This design comes from an exercise in tuning for small area on the open sky130 flow, not from production work.
Function was checked by simulation only, so behaviour that the tests miss may differ from the original.
No run shown here takes its clock network from TritonCTS; it comes from the design's own scripts or RTL.
The flow treats the clock pin as an ideal source. Dropping or thinning the clock tree relies on that and would not hold on a real chip.
Power and IR drop assume default switching activity.

[design.v]
package light_package;
  typedef enum logic[1:0] {red, yellow, green} colors;
endpackage
import light_package ::*;
module traffic_light_controller(
  input         clk, reset,
                e_left_sensor,   
                 e_str_sensor,
                w_left_sensor,
                 w_str_sensor,
                    ns_sensor,
  output light_package::colors e_left_light ,   
                 e_str_light ,
                w_left_light ,
                 w_str_light ,
                    ns_light );
  localparam logic [2:0] MS = 3'b000, ME = 3'b001, MW = 3'b010,
                         ML = 3'b011, MN = 3'b111;
  localparam logic [3:0] PH = 4'd0, PZ = 4'd1, PY = 4'd2, PIDLE = 4'd12;
  logic [2:0] mov, next_mov;
  logic [3:0] ph,  next_ph;
  localparam logic [2:0] MOV_INV = 3'd0;
  localparam logic [3:0] PH_INV  = 4'd15;
  logic [2:0] mov_q;
  logic [3:0] ph_q;
  assign mov = mov_q ^ MOV_INV;
  assign ph  = ph_q  ^ PH_INV;
  always_ff @(posedge clk)
    if (reset) begin
      mov_q <= MN ^ MOV_INV;
      ph_q  <= PH ^ PH_INV;
    end else begin
      mov_q <= next_mov ^ MOV_INV;
      ph_q  <= next_ph ^ PH_INV;
    end
  wire el = e_left_sensor, es = e_str_sensor, wl = w_left_sensor,
       ws = w_str_sensor,  ns = ns_sensor;
  wire sx = es | ws, ex = el | es, wx = wl | ws, lx = el | wl, nx = ns;
  logic own_all, other_any;
  always_comb begin
    case (mov)
      MS:      own_all = es & ws;
      ME:      own_all = el & es;
      MW:      own_all = wl & ws;
      ML:      own_all = el & wl;
      default: own_all = ns;
    endcase
    other_any = el | es | wl | ws | (ns & (mov != MN));
  end
  always_comb begin
    next_mov = mov;
    next_ph  = ph;
    if (ph == PH) begin
      next_ph = PIDLE;
      case (mov)
        MS:      if (ex) next_mov = ME; else if (wx) next_mov = MW; else if (lx) next_mov = ML; else if (nx) next_mov = MN; else next_ph = PH;
        ME:      if (wx) next_mov = MW; else if (lx) next_mov = ML; else if (nx) next_mov = MN; else if (sx) next_mov = MS; else next_ph = PH;
        MW:      if (lx) next_mov = ML; else if (nx) next_mov = MN; else if (sx) next_mov = MS; else if (ex) next_mov = ME; else next_ph = PH;
        ML:      if (nx) next_mov = MN; else if (sx) next_mov = MS; else if (ex) next_mov = ME; else if (wx) next_mov = MW; else next_ph = PH;
        default: if (sx) next_mov = MS; else if (ex) next_mov = ME; else if (wx) next_mov = MW; else if (lx) next_mov = ML; else next_ph = PH;
      endcase
    end else if (ph == PIDLE) begin
      if (!own_all)       next_ph = 4'd6;    
      else if (other_any) next_ph = 4'd11;   
    end else if (!own_all && ph > 4'd7)
      next_ph = 4'd6;
    else
      next_ph = ph - 4'd1;
  end
  wire g  = ph >= 4'd3;
  wire yz = (ph == PY) || (ph == PZ);
  wire a = mov[0], b = mov[1], n = mov[2];
  assign e_left_light = light_package::colors'({g & a & ~n, yz & a & ~n});
  assign w_left_light = light_package::colors'({g & b & ~n, yz & b & ~n});
  assign e_str_light  = light_package::colors'({g & ~b, yz & ~b});
  assign w_str_light  = light_package::colors'({g & ~a, yz & ~a});
  assign ns_light     = light_package::colors'({g & n, yz & n});
endmodule
[flow/run.sh]
#!/bin/bash
# Standard ORFS layout with three changes:
#  - synthesis maps the logic with an area-oriented ABC script (flow/abc.script)
#    in place of ORFS's own; everything else in synthesis is the standard script;
#  - port buffers are sky130_fd_sc_hd__buf_1 cells;
#  - the clock tree is a single buffer (flow/cts_simple.tcl) in place of
#    TritonCTS's tree; the rest of the CTS step (repair, placement) is standard.
set -euo pipefail
cd "$(dirname "$0")/.."
W=$PWD
rm -rf "$W/scripts_mod"
cp -r "$FLOW_HOME/scripts" "$W/scripts_mod"
cp "$W/flow/abc.script" "$W/scripts_mod/abc_area.script"
python3 - "$W/scripts_mod/cts.tcl" "$W/flow/cts_simple.tcl" <<'PY'
import sys
p, s = sys.argv[1], sys.argv[2]
t = open(p).read()
old = "log_cmd clock_tree_synthesis {*}$cts_args"
assert old in t
open(p, "w").write(t.replace(old, "source " + s))
PY
export SCRIPTS_DIR="$W/scripts_mod"
export SIMPLE_CTS_BUF=sky130_fd_sc_hd__buf_2
export BUFFER_PORTS_ARGS="-buffer_cell sky130_fd_sc_hd__buf_1"
ADDER_MAP_FILE= ABC_AREA=1 bash standard.sh synth > "$W/synth.log" 2>&1
bash standard.sh > "$W/layout.log" 2>&1
[flow/abc.script]
strash
&get -n
&deepsyn -J 100 -S 1
&put
dch
amap
topo
stime -c
[flow/cts_simple.tcl]
# Clock tree for a handful of flip-flops: one clock buffer, placed at the
# centroid of the flip-flops, drives every clock pin.
set block [ord::get_db_block]
set sx 0.0; set sy 0.0; set n 0
foreach inst [$block getInsts] {
  if {[string match "sky130_fd_sc_hd__df*" [[$inst getMaster] getName]]} {
    set loc [$inst getLocation]
    set sx [expr {$sx + [lindex $loc 0]}]
    set sy [expr {$sy + [lindex $loc 1]}]
    incr n
  }
}
set dbu [$block getDbUnitsPerMicron]
set x [expr {$sx / $n / $dbu}]
set y [expr {$sy / $n / $dbu}]
puts "simple CTS: $n flip-flops, buffer at $x $y"
insert_buffer -buffer_cell $::env(SIMPLE_CTS_BUF) -net [get_nets clk] -location [list $x $y] -buffer_name clkbuf_root -net_name clk_root
set_propagated_clock [all_clocks]
report_clock_skew
[standard.sh]
#!/bin/bash
# synth_recipe.tcl (not shown) runs the flow's synth.tcl, then flattens the netlist and writes it again
# the make line also repeats each setting of config.mk as NAME=value (left out here)
make -C /OpenROAD-flow-scripts/flow DESIGN_CONFIG=/design/flow/config.mk WORK_HOME=/design/flow/orfs CLKGATE_MAP_FILE= SYNTH_SCRIPT=/design/flow/synth_recipe.tcl "${@:-finish}"
[config.mk]
export PLATFORM = sky130hd
export DESIGN_NAME = traffic_light_controller
export DESIGN_NICKNAME = traffic_light_controller
export VERILOG_FILES = /design/flow/design.v
export SDC_FILE = /design/flow/constraint.sdc
export NUM_CORES = 4
export LEC_CHECK = 0
export CAP_MARGIN = 20
export CORE_AREA = 2.3 2.72 57.7 57.28
export DIE_AREA = 0 0 60 60
export PLACE_DENSITY = 0.9
export SLEW_MARGIN = 20
[constraint.sdc]
create_clock -name core_clock -period 7.0 [get_ports {clk}]
set_input_delay 1.4000 -clock core_clock [delete_from_list [all_inputs] [get_ports {clk}]]
set_output_delay 1.4000 -clock core_clock [all_outputs]
set_load 0.01 [all_outputs]
==> summary.txt, run 1 <==
# TYPE chip_impl_metric gauge
chip_impl_metric{name="seqCellArea",unit="um2"} 140.1
chip_impl_metric{name="multiInputGateArea",unit="um2"} 285.3
chip_impl_metric{name="pwr-share-clk",unit=""} 0.066
chip_impl_metric{name="drt_first_pass_iters",unit=""} 5
chip_impl_metric{name="ffs_latches_synth",unit=""} 7
chip_impl_info{name="grt_setup_unrepaired",value="false"} 1
chip_impl_metric{name="gpl.final_weighted_congestion",unit=""} 0.9708
chip_impl_metric{name="synth_area",unit="um2"} 466.7
chip_impl_metric{name="num_vias",unit=""} 566
chip_impl_metric{name="route.antenna.remaining_nets",unit=""} 0
chip_impl_metric{name="maxCapViolCount",unit=""} 0
chip_impl_metric{name="hpwlAfterDp",unit="um"} 1002
chip_impl_metric{name="instances_no_fill",unit=""} 123
chip_impl_metric{name="overflow",unit=""} 0
chip_impl_info{name="critical_path.slowest_cell",value="sky130_fd_sc_hd__nor3_1"} 1
chip_impl_info{name="hold_class",value="flop to flop"} 1
chip_impl_info{name="worst_setup_path_end_kind",value="primary output"} 1
chip_impl_metric{name="vias_in_the_first_global_route",unit=""} 518
chip_impl_metric{name="p_sw_frac",unit=""} 0.5113
chip_impl_metric{name="synthesis.nets",unit=""} 80
chip_impl_metric{name="antenna-diode-count",unit=""} 0
chip_impl_metric{name="drt_drc_violations_left",unit=""} 0
chip_impl_metric{name="drt-vias-per-instance",unit=""} 4.602
chip_impl_metric{name="starting_density",unit=""} 0.1554
chip_impl_metric{name="worst_hold_slack",unit="ns"} 0.5196
chip_impl_metric{name="numPortBuffers",unit=""} 16
chip_impl_info{name="critPathKind",value="flop to primary output"} 1
chip_impl_metric{name="die_x",unit="um"} 60
chip_impl_metric{name="worstSkewPairLatency",unit="ns"} 0.14
chip_impl_metric{name="number_of_warning_messages_in_the_yosys_log",unit=""} 1
chip_impl_metric{name="grt_antenna_before_repair",unit=""} 0
chip_impl_metric{name="dieArea",unit="um2"} 3600
chip_impl_metric{name="p_sw",unit="uW"} 111.3
chip_impl_info{name="crit_chain",value="clkinv_1, nor3_1, nand2_1, nor2_1, buf_1"} 1
chip_impl_metric{name="finalCritPeriodShare",unit=""} 0.4482
chip_impl_metric{name="layout-drive-gt1-share",unit=""} 0.01111
chip_impl_metric{name="detail_route.iter0.violations",unit=""} 10
chip_impl_metric{name="internal_power",unit="uW"} 106.4
chip_impl_metric{name="final_net_count",unit=""} 99
chip_impl_info{name="run_status",value="finished clean"} 1
chip_impl_metric{name="dp.cells",unit=""} 122
chip_impl_metric{name="top_level_ports",unit=""} 17
chip_impl_metric{name="ys_seq_area_frac",unit=""} 0.3003
chip_impl_metric{name="synthDistinctLibCells",unit=""} 20
chip_impl_metric{name="fillerInstances",unit=""} 359
chip_impl_metric{name="required_worst_endpoint",unit="ns"} 5.60
chip_impl_metric{name="cts_hold_buffers",unit=""} 0
chip_impl_metric{name="power_frac_seq",unit=""} 0.327
chip_impl_metric{name="maximum_number_of_pins_on_one_net_before_global_route_repair",unit=""} 8
chip_impl_metric{name="timing.final.max_slew_violations",unit=""} 0
chip_impl_metric{name="postSynthAreaPerCell",unit="um2"} 6.393
chip_impl_metric{name="vdd_ir_drop_max",unit="mV"} 0.1139
chip_impl_metric{name="grt_pass1_wl",unit="um"} 2159
chip_impl_info{name="cp-start-kind",value="flop"} 1
chip_impl_metric{name="leakage",unit="nW"} 0.1964
chip_impl_metric{name="setup_buffers_after_cts",unit=""} 0
chip_impl_metric{name="core.rowCount",unit=""} 20
chip_impl_metric{name="die-height",unit="um"} 60
chip_impl_metric{name="finalCriticalPeriod",unit="ns"} 3.137
chip_impl_metric{name="cp.arrival",unit="ns"} 1.74
chip_impl_metric{name="grt.total_usage",unit=""} 0.07184
chip_impl_metric{name="fmax",unit="MHz"} 318.8
chip_impl_metric{name="drt-wirelength-per-cell",unit="um"} 10.11
chip_impl_metric{name="path_clk_slew",unit="ns"} 0.11
chip_impl_metric{name="timing.clock.skew",unit="ns"} 0.0002512
chip_impl_metric{name="totalWireLength",unit="um"} 1243
chip_impl_metric{name="setup_viol",unit=""} 0
chip_impl_metric{name="setup_tns_after_final_layout",unit="ns"} 0
chip_impl_metric{name="tightestPinTransition",unit="ns"} 0.5698
chip_impl_metric{name="layout-area-overhead-vs-synth",unit="%"} 22.79
chip_impl_metric{name="final_cell_area",unit="um2"} 573.1
chip_impl_metric{name="power_frac_comb",unit=""} 0.606
chip_impl_metric{name="detailed_place.area",unit="um2"} 568.0
chip_impl_metric{name="worstPathMaxFanout",unit=""} 6
chip_impl_metric{name="finalCoreUtilization",unit=""} 0.1908
chip_impl_metric{name="hold_violation_total_from_the_final_report",unit=""} 0
chip_impl_metric{name="instance_count_of_the_mapped_netlist",unit=""} 73
chip_impl_metric{name="worst_slew_margin_rel",unit=""} 0.6172
chip_impl_metric{name="cpPeakStageDelay",unit="ns"} 0.53
chip_impl_metric{name="post_cts_resize_count",unit=""} 0
chip_impl_metric{name="p_per_area",unit="nW/um2"} 379.8
chip_impl_metric{name="placeableCoreArea",unit="um2"} 3003
[cell usage in the layout, fill, tap and decap left out, drive strengths merged]
| cell | netlist | routed |
|---|---|---|
| o221ai | 1 | 1 |
| or2 | 1 | 1 |
| or3b | 1 | 1 |
| o22a | 1 | 1 |
| nor2 | 24 | 24 |
| or3 | 1 | 1 |
| nand3 | 3 | 3 |
| dfxtp | 7 | 7 |
| o22ai | 3 | 3 |
| a32oi | 1 | 1 |
| a31oi | 2 | 2 |
| buf | 0 | 17 |
| nor3 | 4 | 4 |
| nand2 | 5 | 5 |
| o32a | 2 | 2 |
| o21ai | 2 | 2 |
| o21bai | 1 | 1 |
| a21oi | 1 | 1 |
| o311ai | 1 | 1 |
| clkinv | 11 | 11 |
| a2111o | 1 | 1 |
[cells by family (layout without fill, tap and decap cells)]
kind of cell / count (synthesis) / count (layout) / synth area share
AOI/OAI and AO/OA: 16 / 16 / 0.2574
buffers and inverters: 11 / 28 / 0.08847
DFF: 7 / 7 / 0.3003
and+or+nand+nor: 39 / 39 / 0.3539
[registers in the layout (all words and copies together) (netlist names)]
name   count
mov_q      3
ph_q       4
[metal layers]
layer  share of wire  GRT usage  vias to the layer above
li1                -          -                      291
met1            0.46    0.09468                      261
met2            0.49     0.1273                       12
met3           0.039   0.008658                        2
met4           0.010   0.009524                        0
met5               0          0                        -
[final timing paths]
path,cells past startpoint,end,slack [ns],start
min reg2reg,1,ph_q[0],0.52,ph_q[0]
min,1,ph_q[0],0.52,ph_q[0]
max,5,e_left_light[0],3.86,ph_q[3]
max reg2reg,6,ph_q[0],5.14,mov_q[1]
[cell type report, without the clock buffers]
| type | instances | area share |
|---|---|---|
| inverter | 11 | 0.07205 |
| timing repair buffer | 16 | 0.1048 |
| multi-input combinational | 55 | 0.4978 |
| sequential | 7 | 0.2445 |
| tap | 33 | 0.07205 |
[stage by stage]
stage               setup WS [ns]  power, mW
floorplan                   4.028     0.1666
global placement            3.782     0.2003
detailed placement          3.724     0.2031
CTS                         3.879     0.2174
global route                3.673     0.2398
finish                      3.863     0.2177
[critical path, delay by kind of cell, from the launching register on]
family | cells | cell delay [ns]
buffers and inverters | 2 | 0.31
DFF | 1 | 0.38
and+or+nand+nor | 3 | 0.90
[power groups by stage]
stage | clock (mW) | combinational (mW) | sequential (mW)
6_report | 0.0144 | 0.132 | 0.0713
5_1_grt | 0.0164 | 0.150 | 0.0731
4_1_cts | 0.0145 | 0.132 | 0.0708
3_5_place_dp | 0 | 0.131 | 0.0717
2_1_floorplan | 0 | 0.0990 | 0.0676
3_3_place_gp | 0 | 0.129 | 0.0709
[synthesized netlist by cell type]
cell	n	area share
sky130_fd_sc_hd__a2111o_1	1	0.024
sky130_fd_sc_hd__a21oi_1	1	0.011
sky130_fd_sc_hd__a31oi_1	2	0.027
sky130_fd_sc_hd__a32oi_1	1	0.019
sky130_fd_sc_hd__clkinv_1	11	0.088
sky130_fd_sc_hd__dfxtp_1	7	0.30
sky130_fd_sc_hd__nand2_1	5	0.040
sky130_fd_sc_hd__nand3_1	3	0.032
sky130_fd_sc_hd__nor2_1	24	0.19
sky130_fd_sc_hd__nor3_1	4	0.043
sky130_fd_sc_hd__o21ai_0	2	0.021
sky130_fd_sc_hd__o21bai_1	1	0.016
sky130_fd_sc_hd__o221ai_1	1	0.019
sky130_fd_sc_hd__o22a_1	1	0.019
sky130_fd_sc_hd__o22ai_1	3	0.040
sky130_fd_sc_hd__o311ai_0	1	0.019
sky130_fd_sc_hd__o32a_1	2	0.043
sky130_fd_sc_hd__or2_0	1	0.013
sky130_fd_sc_hd__or3_1	1	0.013
sky130_fd_sc_hd__or3b_1	1	0.019
==> run 2: changes to the inputs <==
--- a/design.v
+++ b/design.v
@@ -21,5 +21,5 @@
   logic [3:0] ph,  next_ph;
   localparam logic [2:0] MOV_INV = 3'd0;
-  localparam logic [3:0] PH_INV  = 4'd15;
+  localparam logic [3:0] PH_INV  = 4'd9;
   logic [2:0] mov_q;
   logic [3:0] ph_q;
==> flow/abc.script (replaced) <==
strash
&get -n
&deepsyn -J 100 -S 7
&put
dch
amap
topo
stime -c
==> summary.txt, run 2 <==
# TYPE chip_impl_metric gauge
chip_impl_info{name="run_status",value="finished clean"} 1
chip_impl_metric{name="placeableCoreArea",unit="um2"} 3003
chip_impl_info{name="largestRegisters",value="ph_q x4, mov_q x3"} 1
chip_impl_metric{name="largest_register_ff_count",unit=""} 4
chip_impl_metric{name="setup_tns_after_final_layout",unit="ns"} 0
chip_impl_metric{name="worstPathMaxFanout",unit=""} 6
chip_impl_metric{name="ffs_latches_synth",unit=""} 7
chip_impl_metric{name="hold_violation_total_from_the_final_report",unit=""} 0
chip_impl_metric{name="num_vias",unit=""} 554
chip_impl_metric{name="die_x",unit="um"} 60
chip_impl_info{name="synth.area.top_cells",value="sky130_fd_sc_hd__dfxtp_1 33%, sky130_fd_sc_hd__nor2_1 16%, sky130_fd_sc_hd__clkinv_1 7.0%"} 1
chip_impl_metric{name="top_level_ports",unit=""} 17
chip_impl_metric{name="starting_density",unit=""} 0.1425
chip_impl_metric{name="p_per_area",unit="nW/um2"} 479.7
chip_impl_metric{name="core.rowCount",unit=""} 20
chip_impl_metric{name="layout-drive-gt1-share",unit=""} 0.01205
chip_impl_metric{name="fmax",unit="MHz"} 306.8
chip_impl_info{name="most_common_library_cell_in_the_layout_ignoring_fill_and_taps",value="sky130_fd_sc_hd__nor2_1"} 1
chip_impl_metric{name="number_of_warning_messages_in_the_yosys_log",unit=""} 1
chip_impl_info{name="hold_class",value="flop to flop"} 1
chip_impl_info{name="critical_path.slowest_cell",value="sky130_fd_sc_hd__a211oi_1"} 1
chip_impl_metric{name="postSynthAreaPerCell",unit="um2"} 6.483
chip_impl_info{name="synth_top_area_cell",value="sky130_fd_sc_hd__dfxtp_1"} 1
chip_impl_metric{name="vias_in_the_first_global_route",unit=""} 481
chip_impl_metric{name="setup_buffers_after_cts",unit=""} 0
chip_impl_metric{name="cts_hold_buffers",unit=""} 0
chip_impl_metric{name="path_clk_slew",unit="ns"} 0.12
chip_impl_metric{name="synth_area",unit="um2"} 427.9
chip_impl_metric{name="worstSkewPairLatency",unit="ns"} 0.15
chip_impl_metric{name="totalPowerFinal",unit="uW"} 256.3
chip_impl_metric{name="tightestPinTransition",unit="ns"} 0.7752
chip_impl_metric{name="route.antenna.remaining_nets",unit=""} 0
chip_impl_info{name="grt_setup_unrepaired",value="false"} 1
chip_impl_info{name="top_register",value="ph_q"} 1
chip_impl_metric{name="drt_drc_violations_left",unit=""} 0
chip_impl_metric{name="numPortBuffers",unit=""} 16
chip_impl_metric{name="layout-area-overhead-vs-synth",unit="%"} 24.85
chip_impl_info{name="cp-start-kind",value="flop"} 1
chip_impl_metric{name="leakage",unit="nW"} 0.1762
chip_impl_info{name="worst_path_dominant_cell_family",value="compound AO/OA/AOI/OAI gates"} 1
chip_impl_info{name="dominantRegCellSynth",value="sky130_fd_sc_hd__dfxtp_1"} 1
chip_impl_metric{name="maximum_number_of_pins_on_one_net_before_global_route_repair",unit=""} 9
chip_impl_metric{name="ys_seq_area_frac",unit=""} 0.3275
chip_impl_metric{name="vdd_ir_drop_max",unit="mV"} 0.1214
chip_impl_metric{name="cp.arrival",unit="ns"} 1.86
chip_impl_metric{name="overflow",unit=""} 0
chip_impl_metric{name="number_of_flops_mapped_to_enable_cells_by_yosys",unit=""} 0
chip_impl_metric{name="ys_async_sr_fraction",unit=""} 0
chip_impl_metric{name="setup_viol",unit=""} 0
chip_impl_metric{name="grt_antenna_before_repair",unit=""} 0
chip_impl_metric{name="drt-vias-per-instance",unit=""} 4.776
chip_impl_metric{name="dieArea",unit="um2"} 3600
chip_impl_metric{name="die-height",unit="um"} 60
chip_impl_metric{name="worst_slew_margin_rel",unit=""} 0.4767
chip_impl_metric{name="maxCapViolCount",unit=""} 0
chip_impl_metric{name="synthesis.nets",unit=""} 73
chip_impl_info{name="worst_setup_path_end_kind",value="primary output"} 1
chip_impl_metric{name="post_cts_resize_count",unit=""} 0
chip_impl_metric{name="detail_route.iter0.violations",unit=""} 18
chip_impl_metric{name="hpwlAfterDp",unit="um"} 980.4
chip_impl_metric{name="finalCriticalPeriod",unit="ns"} 3.260
chip_impl_metric{name="reg2reg_setup_slack",unit="ns"} 5.14
chip_impl_metric{name="drt_first_pass_iters",unit=""} 4
chip_impl_metric{name="final_net_count",unit=""} 92
chip_impl_metric{name="timing.clock.skew",unit="ns"} 0.0001518
chip_impl_info{name="critPathKind",value="flop to primary output"} 1
chip_impl_metric{name="antenna-diode-count",unit=""} 0
chip_impl_metric{name="final_cell_area",unit="um2"} 534.3
chip_impl_metric{name="totalWireLength",unit="um"} 1176
chip_impl_metric{name="detailed_place.area",unit="um2"} 529.3
chip_impl_metric{name="cpPeakStageDelay",unit="ns"} 0.53
chip_impl_metric{name="required_worst_endpoint",unit="ns"} 5.60
chip_impl_info{name="crit_chain",value="clkinv_1, a211oi_1, nand2_1, nor3_1, buf_1"} 1
chip_impl_metric{name="finalCritPeriodShare",unit=""} 0.4657
chip_impl_info{name="synth_commonest_cells",value="18 x sky130_fd_sc_hd__nor2_1, 8 x sky130_fd_sc_hd__clkinv_1, 7 x sky130_fd_sc_hd__dfxtp_1"} 1
chip_impl_metric{name="synthDistinctLibCells",unit=""} 19
chip_impl_metric{name="drt-wirelength-per-cell",unit="um"} 10.14
chip_impl_metric{name="number_of_buffers_and_inverters_on_the_critical_path",unit=""} 2
chip_impl_info{name="layout_common_cells",value="18 x sky130_fd_sc_hd__nor2_1, 16 x sky130_fd_sc_hd__buf_1, 8 x sky130_fd_sc_hd__clkinv_1, 7 x sky130_fd_sc_hd__dfxtp_1, 6 x sky130_fd_sc_hd__nand2_1"} 1
chip_impl_metric{name="gpl.final_weighted_congestion",unit=""} 0.9443
chip_impl_metric{name="instance_count_of_the_mapped_netlist",unit=""} 66
chip_impl_metric{name="timing.final.max_slew_violations",unit=""} 0
chip_impl_metric{name="grt.total_usage",unit=""} 0.06664
chip_impl_metric{name="grt_pass1_wl",unit="um"} 1973
chip_impl_info{name="synth_most_common_cell",value="sky130_fd_sc_hd__nor2_1"} 1
chip_impl_metric{name="synth_largest_type_area_fraction",unit=""} 0.3275
## run 2: changes by cell type after synthesis, sizes merged, moves of 2 or more
cell | before | now
nor2 | 24 | 18
clkinv | 11 | 8
o21ai | 2 | 5
a21oi | 1 | 3
nand3 | 3 | 1
o211ai | 0 | 2
o32a | 2 | 0
## run 2: logic make-up (layout without fill, tap and decap cells)
kind of cell	count (synthesis)	in the layout	share of synthesized area
AND/OR/NAND/NOR	31	31	0.2982
flip-flops	7	7	0.3275
AO/OA/AOI/OAI	20	20	0.3041
buffers and inverters	8	25	0.07018
## run 2: power by group
| part | internal (mW) | switching, mW |
|---|---|---|
| combinational | 0.0526 | 0.103 |
| sequential | 0.0606 | 0.0248 |
| clock | 0.00410 | 0.0110 |
| total | 0.117 | 0.139 |
## run 2: per-stage QoR
step                hold WS [ns]    util  worst slack, ns  std cells
floorplan                 0.4610       -            4.213         66
global placement          0.4816  0.1763            4.033        115
detailed placement        0.4906  0.1763            3.921        115
CTS                       0.5169  0.1779            3.735        116
global route              0.5469  0.1779            3.496        116
finish                    0.5131  0.1779            3.740        116
## run 2: worst register-to-register path, delay by kind of cell (launching register included)
family / cells / cell delay, ns
AOI/OAI and AO/OA: 3 / 0.40
DFF: 1 / 0.33
and+or+nand+nor: 5 / 0.85
buffers and inverters: 2 / 0.21
## run 2: final cells by class, without the clock buffers
type / instances / area [um2]
Inverter: 8 / 30.03
Tap cell: 33 / 41.29
Fill cell: 351 / 2469
Multi-Input combinational cell: 51 / 257.7
Timing Repair Buffer: 16 / 60.06
Sequential cell: 7 / 140.1
## run 2: path summary, 6_finish.rpt
check,from,to,cells past startpoint
hold reg to reg,ph_q[0],ph_q[0],3
hold / removal,ph_q[0],ph_q[0],3
setup / recovery,ph_q[3],e_left_light[0],5
setup reg to reg,ph_q[0],mov_q[2],10
## run 2: routing by layer
layer  track usage  up-vias  part of all wire
met2        0.1102       26              0.47
met1       0.08866      250              0.43
li1              -      274                 -
met3      0.008658        4             0.090
met5             0        -                 0
met4       0.02222        0             0.016
==> run 3: changes to the inputs <==
--- a/flow/run.sh
+++ b/flow/run.sh
@@ -21,5 +21,5 @@
 PY
 export SCRIPTS_DIR="$W/scripts_mod"
-export SIMPLE_CTS_BUF=sky130_fd_sc_hd__buf_2
+export SIMPLE_CTS_BUF=sky130_fd_sc_hd__clkbuf_4
 export BUFFER_PORTS_ARGS="-buffer_cell sky130_fd_sc_hd__buf_1"
 ADDER_MAP_FILE= ABC_AREA=1 bash standard.sh synth > "$W/synth.log" 2>&1
--- a/config.mk
+++ b/config.mk
@@ -9,4 +9,3 @@
 export CORE_AREA = 2.3 2.72 57.7 57.28
 export DIE_AREA = 0 0 60 60
-export PLACE_DENSITY = 0.9
 export SLEW_MARGIN = 20
==> summary.txt, run 3 <==
# TYPE chip_impl_metric gauge
chip_impl_info{name="run_status",value="finished clean"} 1
chip_impl_metric{name="finalCriticalPeriod",unit="ns"} 3.174
chip_impl_metric{name="postSynthAreaPerCell",unit="um2"} 6.483
chip_impl_metric{name="post_cts_resize_count",unit=""} 0
chip_impl_metric{name="final_net_count",unit=""} 92
chip_impl_metric{name="yosys.area_share.simple",unit=""} 0.2982
chip_impl_metric{name="number_of_buffers_and_inverters_on_the_critical_path",unit=""} 2
chip_impl_metric{name="path_clk_slew",unit="ns"} 0.07
chip_impl_metric{name="top_level_ports",unit=""} 17
chip_impl_metric{name="worst_hold_slack",unit="ns"} 0.4970
chip_impl_metric{name="leakage",unit="nW"} 0.1768
chip_impl_metric{name="setup_viol",unit=""} 0
chip_impl_metric{name="maximum_number_of_pins_on_one_net_before_global_route_repair",unit=""} 9
chip_impl_metric{name="dieArea",unit="um2"} 3600
chip_impl_metric{name="fillerInstances",unit=""} 352
chip_impl_info{name="most_common_library_cell_in_the_layout_ignoring_fill_and_taps",value="sky130_fd_sc_hd__nor2_1"} 1
chip_impl_metric{name="required_worst_endpoint",unit="ns"} 5.60
chip_impl_metric{name="numPortBuffers",unit=""} 16
chip_impl_metric{name="totalPowerFinal",unit="uW"} 254.2
chip_impl_metric{name="totalWireLength",unit="um"} 1154
chip_impl_metric{name="finalCritPeriodShare",unit=""} 0.4535
chip_impl_metric{name="p_per_area",unit="nW/um2"} 473.6
chip_impl_info{name="synth_commonest_cells",value="18 x sky130_fd_sc_hd__nor2_1, 8 x sky130_fd_sc_hd__clkinv_1, 7 x sky130_fd_sc_hd__dfxtp_1"} 1
chip_impl_info{name="critical_path.slowest_cell",value="sky130_fd_sc_hd__a211oi_1"} 1
chip_impl_metric{name="antenna-diode-count",unit=""} 0
chip_impl_metric{name="hold_violation_total_from_the_final_report",unit=""} 0
chip_impl_metric{name="maxCapViolCount",unit=""} 0
chip_impl_info{name="worst_setup_path_end_kind",value="primary output"} 1
chip_impl_metric{name="yosys.area_share.adder",unit=""} 0
chip_impl_metric{name="instance_count_of_the_mapped_netlist",unit=""} 66
chip_impl_metric{name="p_sw",unit="uW"} 134.1
chip_impl_metric{name="route.antenna.remaining_nets",unit=""} 0
chip_impl_metric{name="vias_in_the_first_global_route",unit=""} 446
chip_impl_info{name="synth_top_family_by_area",value="compound AO/OA/AOI/OAI gates"} 1
chip_impl_metric{name="pwr-share-clk",unit=""} 0.062
chip_impl_metric{name="worst_slew_margin_rel",unit=""} 0.4486
chip_impl_metric{name="timing.clock.skew",unit="ns"} 0.0005641
chip_impl_info{name="worst_path_dominant_cell_family",value="compound AO/OA/AOI/OAI gates"} 1
chip_impl_info{name="layout_common_cells",value="18 x sky130_fd_sc_hd__nor2_1, 16 x sky130_fd_sc_hd__buf_1, 8 x sky130_fd_sc_hd__clkinv_1, 7 x sky130_fd_sc_hd__dfxtp_1, 6 x sky130_fd_sc_hd__nand2_1"} 1
chip_impl_metric{name="ys_async_sr_fraction",unit=""} 0
chip_impl_metric{name="drt_first_pass_iters",unit=""} 4
chip_impl_metric{name="worstPathMaxFanout",unit=""} 6
chip_impl_metric{name="layout-area-overhead-vs-synth",unit="%"} 25.44
chip_impl_metric{name="grt.total_usage",unit=""} 0.06128
chip_impl_metric{name="setup_tns_after_final_layout",unit="ns"} 0
chip_impl_metric{name="starting_density",unit=""} 0.1425
chip_impl_metric{name="placeableCoreArea",unit="um2"} 3003
chip_impl_metric{name="instances_no_fill",unit=""} 116
chip_impl_metric{name="yosys-mux-area-fraction",unit=""} 0
chip_impl_info{name="hold_path.startpoint",value="ph_q[0]"} 1
chip_impl_metric{name="drt-wirelength-per-cell",unit="um"} 9.948
chip_impl_metric{name="fmax",unit="MHz"} 315.0
chip_impl_metric{name="power_frac_comb",unit=""} 0.602
chip_impl_info{name="startpoint_of_the_most_critical_register_to_register_path",value="ph_q[0]"} 1
chip_impl_metric{name="synth_xor_area_frac",unit=""} 0
chip_impl_info{name="grt_setup_unrepaired",value="false"} 1
chip_impl_metric{name="synth_area",unit="um2"} 427.9
chip_impl_metric{name="internal_power",unit="uW"} 120.1
chip_impl_metric{name="cpPeakStageDelay",unit="ns"} 0.53
chip_impl_metric{name="grt_pass1_wl",unit="um"} 1821
chip_impl_metric{name="tightestPinTransition",unit="ns"} 0.8168
chip_impl_metric{name="synth_largest_type_area_fraction",unit=""} 0.3275
chip_impl_metric{name="synth_compound_gate_area_share",unit=""} 0.3041
chip_impl_info{name="hold_class",value="flop to flop"} 1
chip_impl_metric{name="ys_seq_area_frac",unit=""} 0.3275
chip_impl_info{name="setup_crit_start",value="ph_q[3]"} 1
chip_impl_metric{name="number_of_warning_messages_in_the_yosys_log",unit=""} 1
chip_impl_metric{name="num_vias",unit=""} 513
chip_impl_metric{name="hpwlAfterDp",unit="um"} 955.4
chip_impl_metric{name="worstSkewPairLatency",unit="ns"} 0.14
chip_impl_info{name="top_register",value="ph_q"} 1
chip_impl_metric{name="setup_buffers_after_cts",unit=""} 0
chip_impl_metric{name="largest_register_ff_count",unit=""} 4
chip_impl_metric{name="ffs_latches_synth",unit=""} 7
chip_impl_metric{name="die-height",unit="um"} 60
chip_impl_metric{name="gpl.final_weighted_congestion",unit=""} 0.7147
chip_impl_metric{name="cp.arrival",unit="ns"} 1.77
chip_impl_info{name="dominantRegCellSynth",value="sky130_fd_sc_hd__dfxtp_1"} 1
chip_impl_metric{name="core.rowCount",unit=""} 20
chip_impl_info{name="synth_top_area_cell",value="sky130_fd_sc_hd__dfxtp_1"} 1
chip_impl_metric{name="dp.cells",unit=""} 115
chip_impl_metric{name="multiInputGateArea",unit="um2"} 257.7
chip_impl_metric{name="drt_drc_violations_left",unit=""} 0
chip_impl_info{name="cp-start-kind",value="flop"} 1
chip_impl_metric{name="synthesis.nets",unit=""} 73
chip_impl_info{name="synth.area.top_cells",value="sky130_fd_sc_hd__dfxtp_1 33%, sky130_fd_sc_hd__nor2_1 16%, sky130_fd_sc_hd__clkinv_1 7.0%"} 1
chip_impl_metric{name="timing.final.max_slew_violations",unit=""} 0
chip_impl_metric{name="p_sw_frac",unit=""} 0.5276
chip_impl_info{name="synth_most_common_cell",value="sky130_fd_sc_hd__nor2_1"} 1
chip_impl_metric{name="detail_route.iter0.violations",unit=""} 13
chip_impl_metric{name="grt_antenna_before_repair",unit=""} 0
chip_impl_info{name="crit_chain",value="clkinv_1, a211oi_1, nand2_1, nor3_1, buf_1"} 1
chip_impl_metric{name="die_x",unit="um"} 60
chip_impl_metric{name="seqCellArea",unit="um2"} 140.1
chip_impl_metric{name="number_of_flops_mapped_to_enable_cells_by_yosys",unit=""} 0
chip_impl_metric{name="drt-vias-per-instance",unit=""} 4.422
chip_impl_metric{name="layout-drive-gt1-share",unit=""} 0.01205
chip_impl_metric{name="overflow",unit=""} 0
chip_impl_metric{name="power_frac_seq",unit=""} 0.336
chip_impl_metric{name="finalCoreUtilization",unit=""} 0.1788
chip_impl_metric{name="cts_hold_buffers",unit=""} 0
chip_impl_info{name="critPathKind",value="flop to primary output"} 1
chip_impl_metric{name="synthDistinctLibCells",unit=""} 19
chip_impl_info{name="largestRegisters",value="ph_q x4, mov_q x3"} 1
chip_impl_metric{name="vdd_ir_drop_max",unit="mV"} 0.07262
==> run 3: per-stage QoR <==
stage	area, um2	worst slack (ns)
final	536.8	3.826
after global routing	536.8	3.709
after detailed placement	529.3	3.996
after global placement	529.3	4.093
after floorplan	427.9	4.213
after CTS	536.8	3.834
==> run 3: cell families after synthesis <==
kind of cell | Yosys count
and+or+nand+nor | 31
buffers and inverters | 8
DFF | 7
AOI/OAI and AO/OA | 20
==> run 3: layout make-up, without the clock buffers <==
type | count | share of cell area
multi-input combinational | 51 | 0.4802
sequential | 7 | 0.2611
timing repair buffer | 16 | 0.1119
tap | 33 | 0.07692
inverter | 8 | 0.05594
==> run 3: final timing paths <==
path	end	slack [ns]	depth (start not counted)
hold reg to reg	ph_q[0]	0.50	3
setup reg to reg	mov_q[2]	5.20	10
hold / removal	ph_q[0]	0.50	3
setup / recovery	w_left_light[0]	3.83	5
==> run 3: power by group through the flow <==
| stage | clock network [mW] | registers (mW) | logic [mW] |
|---|---|---|---|
| after floorplan | 0 | 0.0792 | 0.115 |
| after global placement | 0 | 0.0867 | 0.155 |
| after detailed placement | 0 | 0.0868 | 0.153 |
| after CTS | 0.0165 | 0.0859 | 0.154 |
| after global routing | 0.0184 | 0.0886 | 0.175 |
| final | 0.0158 | 0.0853 | 0.153 |
==> run 3: layer usage <==
metal,global-route usage,wire length (um)
met4,0.01905,19
met3,0.004329,46
met2,0.09783,520
met5,0,0
met1,0.08724,567
==> run 3: worst min-delay path, cell delays in order (launching register included) <==
cell,delay [ns]
sky130_fd_sc_hd__dfxtp_1,0.30
sky130_fd_sc_hd__clkinv_1,0.07
sky130_fd_sc_hd__nor2_1,0.05
sky130_fd_sc_hd__nand2_1,0.05
==> run 4: changes to the inputs <==
--- a/design.v
+++ b/design.v
@@ -16,10 +16,10 @@
                     ns_light );
   localparam logic [2:0] MS = 3'b000, ME = 3'b001, MW = 3'b010,
-                         ML = 3'b011, MN = 3'b111;
+                         ML = 3'b011, MN = 3'b100;
   localparam logic [3:0] PH = 4'd0, PZ = 4'd1, PY = 4'd2, PIDLE = 4'd12;
   logic [2:0] mov, next_mov;
   logic [3:0] ph,  next_ph;
   localparam logic [2:0] MOV_INV = 3'd0;
-  localparam logic [3:0] PH_INV  = 4'd9;
+  localparam logic [3:0] PH_INV  = 4'd15;
   logic [2:0] mov_q;
   logic [3:0] ph_q;
@@ -71,8 +71,8 @@
   wire yz = (ph == PY) || (ph == PZ);
   wire a = mov[0], b = mov[1], n = mov[2];
-  assign e_left_light = light_package::colors'({g & a & ~n, yz & a & ~n});
-  assign w_left_light = light_package::colors'({g & b & ~n, yz & b & ~n});
-  assign e_str_light  = light_package::colors'({g & ~b, yz & ~b});
-  assign w_str_light  = light_package::colors'({g & ~a, yz & ~a});
+  assign e_left_light = light_package::colors'({g & a, yz & a});
+  assign w_left_light = light_package::colors'({g & b, yz & b});
+  assign e_str_light  = light_package::colors'({g & ~b & ~n, yz & ~b & ~n});
+  assign w_str_light  = light_package::colors'({g & ~a & ~n, yz & ~a & ~n});
   assign ns_light     = light_package::colors'({g & n, yz & n});
 endmodule
==> flow/run.sh (replaced) <==
#!/bin/bash
# Standard ORFS layout with these changes:
#  - synthesis maps the logic with an area-oriented ABC script (flow/abc.script)
#    in place of ORFS's own, and leaves adders to ABC (no half/full-adder cell
#    extraction); everything else in synthesis is the standard script;
#  - port buffers are sky130_fd_sc_hd__buf_1 cells;
#  - the clock tree is a single buffer (flow/cts_simple.tcl, a buf_2 placed at
#    the flip-flops' centroid) in place of TritonCTS's tree; the rest of the
#    CTS step (repair, placement) is standard.
# Each tool's output goes to synth.log and layout.log here, and ORFS's own
# per-step logs under orfs/logs/.
set -euo pipefail
cd "$(dirname "$0")/.."
W=$PWD
rm -rf "$W/scripts_mod"
cp -r "$FLOW_HOME/scripts" "$W/scripts_mod"
cp "$W/flow/abc.script" "$W/scripts_mod/abc_area.script"
python3 - "$W/scripts_mod/cts.tcl" "$W/flow/cts_simple.tcl" <<'PY'
import sys
p, s = sys.argv[1], sys.argv[2]
t = open(p).read()
old = "log_cmd clock_tree_synthesis {*}$cts_args"
assert old in t
open(p, "w").write(t.replace(old, "source " + s))
PY
export SCRIPTS_DIR="$W/scripts_mod"
export SIMPLE_CTS_BUF=sky130_fd_sc_hd__buf_2
export BUFFER_PORTS_ARGS="-buffer_cell sky130_fd_sc_hd__buf_1"
ADDER_MAP_FILE= ABC_AREA=1 bash standard.sh synth > "$W/synth.log" 2>&1
bash standard.sh > "$W/layout.log" 2>&1
==> flow/abc.script (replaced) <==
strash
&get -n
&deepsyn -J 100 -S 2
&put
dch
amap
topo
stime -c
--- a/config.mk
+++ b/config.mk
@@ -9,3 +9,4 @@
 export CORE_AREA = 2.3 2.72 57.7 57.28
 export DIE_AREA = 0 0 60 60
+export PLACE_DENSITY = 0.9
 export SLEW_MARGIN = 20
==> summary.txt, run 4 <==
# TYPE chip_impl_metric gauge
chip_impl_metric{name="cts_hold_buffers",unit=""} 0
chip_impl_metric{name="path_clk_slew",unit="ns"} 0.11
chip_impl_metric{name="vdd_ir_drop_max",unit="mV"} 0.1983
chip_impl_metric{name="numPortBuffers",unit=""} 16
chip_impl_metric{name="grt_antenna_before_repair",unit=""} 0
chip_impl_info{name="largestRegisters",value="ph_q x4, mov_q x3"} 1
chip_impl_info{name="hold_class",value="flop to flop"} 1
chip_impl_metric{name="layout-area-overhead-vs-synth",unit="%"} 25.60
chip_impl_metric{name="finalCritPeriodShare",unit=""} 0.4196
chip_impl_metric{name="layout-drive-gt1-share",unit=""} 0.01205
chip_impl_metric{name="route.antenna.remaining_nets",unit=""} 0
chip_impl_info{name="synth_most_common_cell",value="sky130_fd_sc_hd__nor2_1"} 1
chip_impl_metric{name="grt_util_met2",unit=""} 0.09006
chip_impl_info{name="run_status",value="finished clean"} 1
chip_impl_metric{name="worstPathMaxFanout",unit=""} 5
chip_impl_metric{name="maxCapViolCount",unit=""} 0
chip_impl_metric{name="worst_slew_margin_rel",unit=""} 0.6631
chip_impl_metric{name="totalWireLength",unit="um"} 1075
chip_impl_metric{name="vias_in_the_first_global_route",unit=""} 400
chip_impl_metric{name="timing.clock.skew",unit="ns"} 0.0006055
chip_impl_metric{name="overflow",unit=""} 0
chip_impl_metric{name="number_of_warning_messages_in_the_yosys_log",unit=""} 1
chip_impl_info{name="synth_top_area_cell",value="sky130_fd_sc_hd__dfxtp_1"} 1
chip_impl_info{name="layout_common_cells",value="18 x sky130_fd_sc_hd__nor2_1, 16 x sky130_fd_sc_hd__buf_1, 10 x sky130_fd_sc_hd__nand2_1, 10 x sky130_fd_sc_hd__clkinv_1, 8 x sky130_fd_sc_hd__o21ai_0"} 1
chip_impl_metric{name="instance_count_of_the_mapped_netlist",unit=""} 66
chip_impl_metric{name="postSynthAreaPerCell",unit="um2"} 6.294
chip_impl_metric{name="number_of_cells_on_the_worst_hold_path",unit=""} 1
chip_impl_info{name="synth_commonest_cells",value="18 x sky130_fd_sc_hd__nor2_1, 10 x sky130_fd_sc_hd__clkinv_1, 10 x sky130_fd_sc_hd__nand2_1"} 1
chip_impl_metric{name="drt-wirelength-per-cell",unit="um"} 9.267
chip_impl_metric{name="gr-usage-met3",unit=""} 0.006494
chip_impl_metric{name="synthesis.nets",unit=""} 73
chip_impl_metric{name="synthDistinctLibCells",unit=""} 17
chip_impl_metric{name="detailed_place.area",unit="um2"} 516.7
chip_impl_metric{name="leakage",unit="nW"} 0.1804
chip_impl_metric{name="top_level_ports",unit=""} 17
chip_impl_info{name="synth.area.top_cells",value="sky130_fd_sc_hd__dfxtp_1 34%, sky130_fd_sc_hd__nor2_1 16%, sky130_fd_sc_hd__o21ai_0 9.6%"} 1
chip_impl_metric{name="final_net_count",unit=""} 92
chip_impl_info{name="grt_setup_unrepaired",value="false"} 1
chip_impl_metric{name="cp.arrival",unit="ns"} 2.98
chip_impl_info{name="top_register",value="ph_q"} 1
chip_impl_info{name="critPathKind",value="input port to flop"} 1
chip_impl_metric{name="timing.final.max_slew_violations",unit=""} 0
chip_impl_metric{name="setup_viol",unit=""} 0
chip_impl_metric{name="totalPowerFinal",unit="uW"} 238.4
chip_impl_metric{name="largest_register_ff_count",unit=""} 4
chip_impl_metric{name="required_worst_endpoint",unit="ns"} 7.04
chip_impl_metric{name="drt_drc_violations_left",unit=""} 0
chip_impl_metric{name="reg2reg_depth",unit=""} 7
chip_impl_metric{name="ffs_latches_synth",unit=""} 7
chip_impl_info{name="cp-start-kind",value="input port"} 1
chip_impl_metric{name="die-height",unit="um"} 60
chip_impl_metric{name="placeableCoreArea",unit="um2"} 3003
chip_impl_metric{name="grt.total_usage",unit=""} 0.05770
chip_impl_metric{name="setup_tns_after_final_layout",unit="ns"} 0
chip_impl_metric{name="grt_pass1_wl",unit="um"} 1697
chip_impl_metric{name="detail_route.iter0.violations",unit=""} 26
chip_impl_metric{name="drt_first_pass_iters",unit=""} 4
chip_impl_metric{name="synth_largest_type_area_fraction",unit=""} 0.3373
chip_impl_info{name="grt-busiest-layer",value="met2"} 1
chip_impl_metric{name="antenna-diode-count",unit=""} 0
chip_impl_metric{name="hpwlAfterDp",unit="um"} 898.9
chip_impl_metric{name="ys_seq_area_frac",unit=""} 0.3373
chip_impl_metric{name="setup_buffers_after_cts",unit=""} 0
chip_impl_metric{name="core.rowCount",unit=""} 20
chip_impl_info{name="worst_setup_path_end_kind",value="flop"} 1
chip_impl_metric{name="final_cell_area",unit="um2"} 521.8
chip_impl_metric{name="fmax",unit="MHz"} 340.5
chip_impl_metric{name="number_of_flops_mapped_to_enable_cells_by_yosys",unit=""} 0
chip_impl_metric{name="maximum_number_of_pins_on_one_net_before_global_route_repair",unit=""} 8
chip_impl_metric{name="hold_violation_total_from_the_final_report",unit=""} 0
chip_impl_metric{name="met1_usage",unit=""} 0.08713
chip_impl_metric{name="num_vias",unit=""} 532
chip_impl_metric{name="worstSkewPairLatency",unit="ns"} 0.14
chip_impl_metric{name="worst_hold_slack",unit="ns"} 0.4453
chip_impl_metric{name="gpl.final_weighted_congestion",unit=""} 0.8458
chip_impl_info{name="most_common_library_cell_in_the_layout_ignoring_fill_and_taps",value="sky130_fd_sc_hd__nor2_1"} 1
chip_impl_metric{name="drt-vias-per-instance",unit=""} 4.586
chip_impl_metric{name="finalCoreUtilization",unit=""} 0.1738
chip_impl_metric{name="ys_async_sr_fraction",unit=""} 0
chip_impl_metric{name="tightestPinTransition",unit="ns"} 0.5001
chip_impl_metric{name="finalCriticalPeriod",unit="ns"} 2.937
chip_impl_metric{name="synth_area",unit="um2"} 415.4
chip_impl_metric{name="p_per_area",unit="nW/um2"} 456.9
chip_impl_metric{name="die_x",unit="um"} 60
chip_impl_metric{name="post_cts_resize_count",unit=""} 0
chip_impl_info{name="dominantRegCellSynth",value="sky130_fd_sc_hd__dfxtp_1"} 1
chip_impl_metric{name="starting_density",unit=""} 0.1383
chip_impl_metric{name="dieArea",unit="um2"} 3600
## run 4: power breakdown
part	switching [mW]	internal [mW]	total (mW)
combinational	0.0996	0.0479	0.148
clock	0.0103	0.00409	0.0144
sequential	0.0170	0.0595	0.0764
## run 4: cell families after synthesis
kind of cell,after synthesis,synth area share
simple gates,31,0.2952
compound gates,18,0.2772
buf+inv,10,0.09037
flops,7,0.3373
## run 4: path summary, 6_finish.rpt
| path | startpoint | end | slack, ns |
|---|---|---|---|
| worst max-delay path | ns_sensor | mov_q[2] | 4.06 |
| worst min-delay path | ph_q[0] | ph_q[0] | 0.45 |
| worst max register to register | mov_q[2] | mov_q[2] | 4.96 |
| worst min register to register | ph_q[0] | ph_q[0] | 0.45 |
## run 4: per-stage QoR
stage                     setup WS (ns)  cells
after global placement            3.915    115
after floorplan                   4.181     66
after CTS                         4.067    116
after detailed placement          3.893    115
final                             4.063    116
after global routing              3.916    116
## run 4: final cells by class, without the clock buffers
| type | instances | area (um2) |
|---|---|---|
| fill | 342 | 2481 |
| timing repair buffer | 16 | 60.06 |
| inverter | 10 | 37.54 |
| tap | 33 | 41.29 |
| multi-input combinational | 49 | 237.7 |
| sequential | 7 | 140.1 |
## run 4: critical path, cell delays in order
cell and delay [ns]:
sky130_fd_sc_hd__buf_1 0.07, sky130_fd_sc_hd__clkinv_1 0.05, sky130_fd_sc_hd__nor2_1 0.05, sky130_fd_sc_hd__nor3_1 0.23
sky130_fd_sc_hd__nand2_1 0.11, sky130_fd_sc_hd__o21ai_0 0.42, sky130_fd_sc_hd__a21oi_1 0.13, sky130_fd_sc_hd__a21boi_0 0.18
sky130_fd_sc_hd__a221o_1 0.34
## run 4: per-layer routing
layer	wire length, um	vias up
met1	527	240
li1	-	263
met5	0	-
met4	13	0
met3	69	2
met2	465	27
==> run 5: changes to the inputs <==
--- a/design.v
+++ b/design.v
@@ -21,5 +21,5 @@
   logic [3:0] ph,  next_ph;
   localparam logic [2:0] MOV_INV = 3'd0;
-  localparam logic [3:0] PH_INV  = 4'd15;
+  localparam logic [3:0] PH_INV  = 4'd2;
   logic [2:0] mov_q;
   logic [3:0] ph_q;
==> flow/abc.script (replaced) <==
strash
&get -n
&deepsyn -J 100 -S 13
&put
dch
amap
topo
stime -c
==> summary.txt, run 5 <==
# TYPE chip_impl_metric gauge
chip_impl_info{name="run_status",value="finished clean"} 1
chip_impl_info{name="crit_chain",value="buf_1, nor3_1, a2111oi_1, o21ai_0, o21bai_1, nor3_1, nor2_1, o21ai_0"} 1
chip_impl_info{name="synth_most_common_cell",value="sky130_fd_sc_hd__nor2_1"} 1
chip_impl_metric{name="finalCritPeriodShare",unit=""} 0.4623
chip_impl_metric{name="drt_drc_violations_left",unit=""} 0
chip_impl_metric{name="fmax",unit="MHz"} 309.0
chip_impl_metric{name="setup_tns_after_final_layout",unit="ns"} 0
chip_impl_metric{name="synthesis.nets",unit=""} 71
chip_impl_metric{name="worstPathMaxFanout",unit=""} 5
chip_impl_metric{name="largest_register_ff_count",unit=""} 4
chip_impl_metric{name="placeableCoreArea",unit="um2"} 3003
chip_impl_metric{name="synthDistinctLibCells",unit=""} 14
chip_impl_info{name="cp-start-kind",value="input port"} 1
chip_impl_info{name="layout_common_cells",value="20 x sky130_fd_sc_hd__nor2_1, 16 x sky130_fd_sc_hd__buf_1, 10 x sky130_fd_sc_hd__clkinv_1, 7 x sky130_fd_sc_hd__dfxtp_1, 6 x sky130_fd_sc_hd__a21oi_1"} 1
chip_impl_metric{name="drt-vias-per-instance",unit=""} 4.404
chip_impl_metric{name="reg2reg_depth",unit=""} 8
chip_impl_info{name="whs_endpoint",value="ph_q[0]"} 1
chip_impl_info{name="grt_setup_unrepaired",value="false"} 1
chip_impl_metric{name="layout-drive-gt1-share",unit=""} 0.01235
chip_impl_metric{name="synth_largest_type_area_fraction",unit=""} 0.3384
chip_impl_metric{name="number_of_flops_mapped_to_enable_cells_by_yosys",unit=""} 0
chip_impl_metric{name="final_cell_area",unit="um2"} 521.8
chip_impl_metric{name="required_worst_endpoint",unit="ns"} 7.08
chip_impl_metric{name="dieArea",unit="um2"} 3600
chip_impl_metric{name="finalCriticalPeriod",unit="ns"} 3.236
chip_impl_metric{name="detail_route.iter0.violations",unit=""} 32
chip_impl_metric{name="gpl.final_weighted_congestion",unit=""} 0.8333
chip_impl_metric{name="grt_pass1_wl",unit="um"} 1683
chip_impl_metric{name="antenna-diode-count",unit=""} 0
chip_impl_metric{name="ffs_latches_synth",unit=""} 7
chip_impl_metric{name="number_of_cells_on_the_worst_hold_path",unit=""} 1
chip_impl_metric{name="totalWireLength",unit="um"} 1091
chip_impl_metric{name="hold_violation_total_from_the_final_report",unit=""} 0
chip_impl_metric{name="grt.total_usage",unit=""} 0.05812
chip_impl_metric{name="vias_in_the_first_global_route",unit=""} 383
chip_impl_metric{name="cpPeakStageDelay",unit="ns"} 0.80
chip_impl_info{name="worst_setup_path_end_kind",value="flop"} 1
chip_impl_metric{name="core.rowCount",unit=""} 20
chip_impl_metric{name="timing.clock.skew",unit="ns"} 0.00003908
chip_impl_metric{name="number_of_warning_messages_in_the_yosys_log",unit=""} 1
chip_impl_metric{name="internal_power",unit="uW"} 98.62
chip_impl_metric{name="instances_no_fill",unit=""} 114
chip_impl_metric{name="p_per_area",unit="nW/um2"} 381.8
chip_impl_metric{name="setup_viol",unit=""} 0
chip_impl_metric{name="totalPowerFinal",unit="uW"} 199.2
chip_impl_metric{name="cp.arrival",unit="ns"} 3.32
chip_impl_metric{name="die-height",unit="um"} 60
chip_impl_metric{name="instance_count_of_the_mapped_netlist",unit=""} 64
chip_impl_metric{name="power_frac_comb",unit=""} 0.589
chip_impl_info{name="dominantRegCellSynth",value="sky130_fd_sc_hd__dfxtp_1"} 1
chip_impl_metric{name="worst_hold_slack",unit="ns"} 0.4734
chip_impl_metric{name="setup_buffers_after_cts",unit=""} 0
chip_impl_metric{name="p_sw_frac",unit=""} 0.5049
chip_impl_metric{name="die_x",unit="um"} 60
chip_impl_metric{name="p_sw",unit="uW"} 100.6
chip_impl_metric{name="leakage",unit="nW"} 0.1782
chip_impl_metric{name="synth_area",unit="um2"} 414.1
chip_impl_metric{name="path_clk_slew",unit="ns"} 0.12
chip_impl_metric{name="drt-wirelength-per-cell",unit="um"} 9.570
chip_impl_info{name="largestRegisters",value="ph_q x4, mov_q x3"} 1
chip_impl_metric{name="fillerInstances",unit=""} 342
chip_impl_metric{name="layout-area-overhead-vs-synth",unit="%"} 25.98
chip_impl_metric{name="post_cts_resize_count",unit=""} 0
chip_impl_metric{name="ys_async_sr_fraction",unit=""} 0
chip_impl_metric{name="reg2reg_setup_slack",unit="ns"} 4.75
chip_impl_metric{name="pwr-share-clk",unit=""} 0.074
chip_impl_info{name="hold_path.startpoint",value="ph_q[1]"} 1
chip_impl_metric{name="tightestPinTransition",unit="ns"} 0.8557
chip_impl_metric{name="maximum_number_of_pins_on_one_net_before_global_route_repair",unit=""} 8
chip_impl_info{name="most_common_library_cell_in_the_layout_ignoring_fill_and_taps",value="sky130_fd_sc_hd__nor2_1"} 1
chip_impl_metric{name="timing.final.max_slew_violations",unit=""} 0
chip_impl_info{name="rr_endpoint",value="mov_q[2]"} 1
chip_impl_info{name="startpoint_of_the_most_critical_register_to_register_path",value="mov_q[2]"} 1
chip_impl_metric{name="drt_first_pass_iters",unit=""} 5
chip_impl_metric{name="worst_slew_margin_rel",unit=""} 0.4281
chip_impl_metric{name="power_frac_seq",unit=""} 0.337
chip_impl_info{name="synth_commonest_cells",value="20 x sky130_fd_sc_hd__nor2_1, 10 x sky130_fd_sc_hd__clkinv_1, 7 x sky130_fd_sc_hd__dfxtp_1"} 1
chip_impl_info{name="hold_class",value="flop to flop"} 1
chip_impl_metric{name="num_vias",unit=""} 502
chip_impl_metric{name="dp.cells",unit=""} 113
chip_impl_metric{name="route.antenna.remaining_nets",unit=""} 0
chip_impl_info{name="synth_top_area_cell",value="sky130_fd_sc_hd__dfxtp_1"} 1
chip_impl_info{name="critPathKind",value="input port to flop"} 1
chip_impl_metric{name="numPortBuffers",unit=""} 16
chip_impl_metric{name="maxCapViolCount",unit=""} 0
chip_impl_metric{name="hpwlAfterDp",unit="um"} 911.8
chip_impl_info{name="top_register",value="ph_q"} 1
chip_impl_metric{name="postSynthAreaPerCell",unit="um2"} 6.471
chip_impl_metric{name="cts_hold_buffers",unit=""} 0
chip_impl_info{name="critical_path.slowest_cell",value="sky130_fd_sc_hd__a2111oi_1"} 1
chip_impl_metric{name="top_level_ports",unit=""} 17
chip_impl_metric{name="grt_antenna_before_repair",unit=""} 0
chip_impl_metric{name="overflow",unit=""} 0
chip_impl_metric{name="detailed_place.area",unit="um2"} 515.5
chip_impl_metric{name="final_net_count",unit=""} 90
chip_impl_metric{name="worstSkewPairLatency",unit="ns"} 0.14
chip_impl_metric{name="starting_density",unit=""} 0.1379
chip_impl_metric{name="ys_seq_area_frac",unit=""} 0.3384
chip_impl_metric{name="vdd_ir_drop_max",unit="mV"} 0.05570
chip_impl_info{name="synth.area.top_cells",value="sky130_fd_sc_hd__dfxtp_1 34%, sky130_fd_sc_hd__nor2_1 18%, sky130_fd_sc_hd__clkinv_1 9.1%"} 1
==> run 5: cell count changes after synthesis, sizes merged, moves of 2 or more <==
cell | previous run | this run
nor2 | 18 | 20
a2111oi | 0 | 2
nor3 | 1 | 3
a21oi | 2 | 6
nand2 | 10 | 4
o21ai | 8 | 5
==> run 5: worst max path at each step <==
stage,startpoint,to,slack (ns),depth (start not counted)
after detailed placement,e_left_sensor,mov_q[1],3.34,7
after CTS,e_left_sensor,mov_q[2],3.52,8
after global placement,e_left_sensor,mov_q[2],3.43,8
final,e_left_sensor,mov_q[2],3.76,8
after floorplan,w_str_sensor,mov_q[2],4.00,7
after global routing,e_left_sensor,mov_q[2],3.45,8
==> run 5: cell families after synthesis <==
kind of cell	synth area share
AND/OR/NAND/NOR	0.2658
AO/OA/AOI/OAI	0.3052
flip-flops	0.3384
buffers and inverters	0.09064
==> run 5: layout make-up, without the clock buffers <==
class,count,area [um2],area share
multi-input combinational,47,237.7,0.4556
inverter,10,37.54,0.07194
sequential,7,140.1,0.2686
tap,33,41.29,0.07914
timing repair buffer,16,60.06,0.1151
==> run 5: per-stage QoR <==
stage | util | setup WS, ns
finish | 0.1738 | 3.764
global route | 0.1738 | 3.454
CTS | 0.1733 | 3.516
detailed placement | 0.1717 | 3.344
global placement | 0.1717 | 3.434
floorplan | - | 3.998
==> run 5: power by group through the flow <==
stage	logic (mW)	registers, mW	clock network (mW)
after floorplan	0.0875	0.0647	0
after detailed placement	0.116	0.0676	0
final	0.117	0.0672	0.0147
after global routing	0.135	0.0691	0.0163
after CTS	0.117	0.0666	0.0151
after global placement	0.113	0.0670	0
==> run 5: worst max-delay path, delay by kind of cell <==
kind                   cells  cell delay (ns)
AOI/OAI and AO/OA          4             1.44
buffers and inverters      1             0.18
and+or+nand+nor            3             0.30
==> run 5: per-layer routing <==
metal | wire [um] | up-vias | part of all wire | GRT usage
met2 | 558 | 12 | 0.51 | 0.1056
met1 | 466 | 233 | 0.43 | 0.07532
met5 | 0 | - | 0 | 0
met3 | 66 | 0 | 0.060 | 0.008658
li1 | - | 257 | - | -
met4 | 0 | 0 | 0 | 0.003175

-- static timing again, ports no longer ideal --
Ports are ideal in the flow. The routed layouts listed here were re-timed in OpenROAD.
Step 1 (the two cells are an assumption about what drives the block):
set clk [get_ports {clk}]
set_driving_cell -lib_cell sky130_fd_sc_hd__clkbuf_16 $clk
set_driving_cell -lib_cell sky130_fd_sc_hd__buf_2 [delete_from_list [all_inputs] $clk]
Step 2 also shifts input and output timing later by t, the mid clock arrival at the registers, as if the neighbouring blocks saw the same clock.
a / b / c = ideal ports / drivers / drivers and shift; a / b = the first two.
run	t (ns)	slack for setup (ns)	hold slack, ns	worst setup path at the end	cell pins on the clock port's net
run 1	0.162	3.863 / 3.843 / 3.735	0.520 / 0.520 / 0.520	input to register	1
run 2	0.166	3.740 / 3.721 / 3.887	0.513 / 0.513 / 0.513	register to output	1
run 3	0.157	3.826 / 3.807 / 3.964	0.497 / 0.497 / 0.497	register to output	1
run 4	0.162	4.063 / 4.064 / 3.902	0.445 / 0.445 / 0.445	input to register	1
run 5	0.163	3.764 / 3.758 / 3.596	0.473 / 0.473 / 0.473	input to register	1
After both steps setup and hold are still met in every run listed. The setup slack of run 5, which loses most, moves by -0.006 ns with the drivers and by -0.168 ns with both steps.
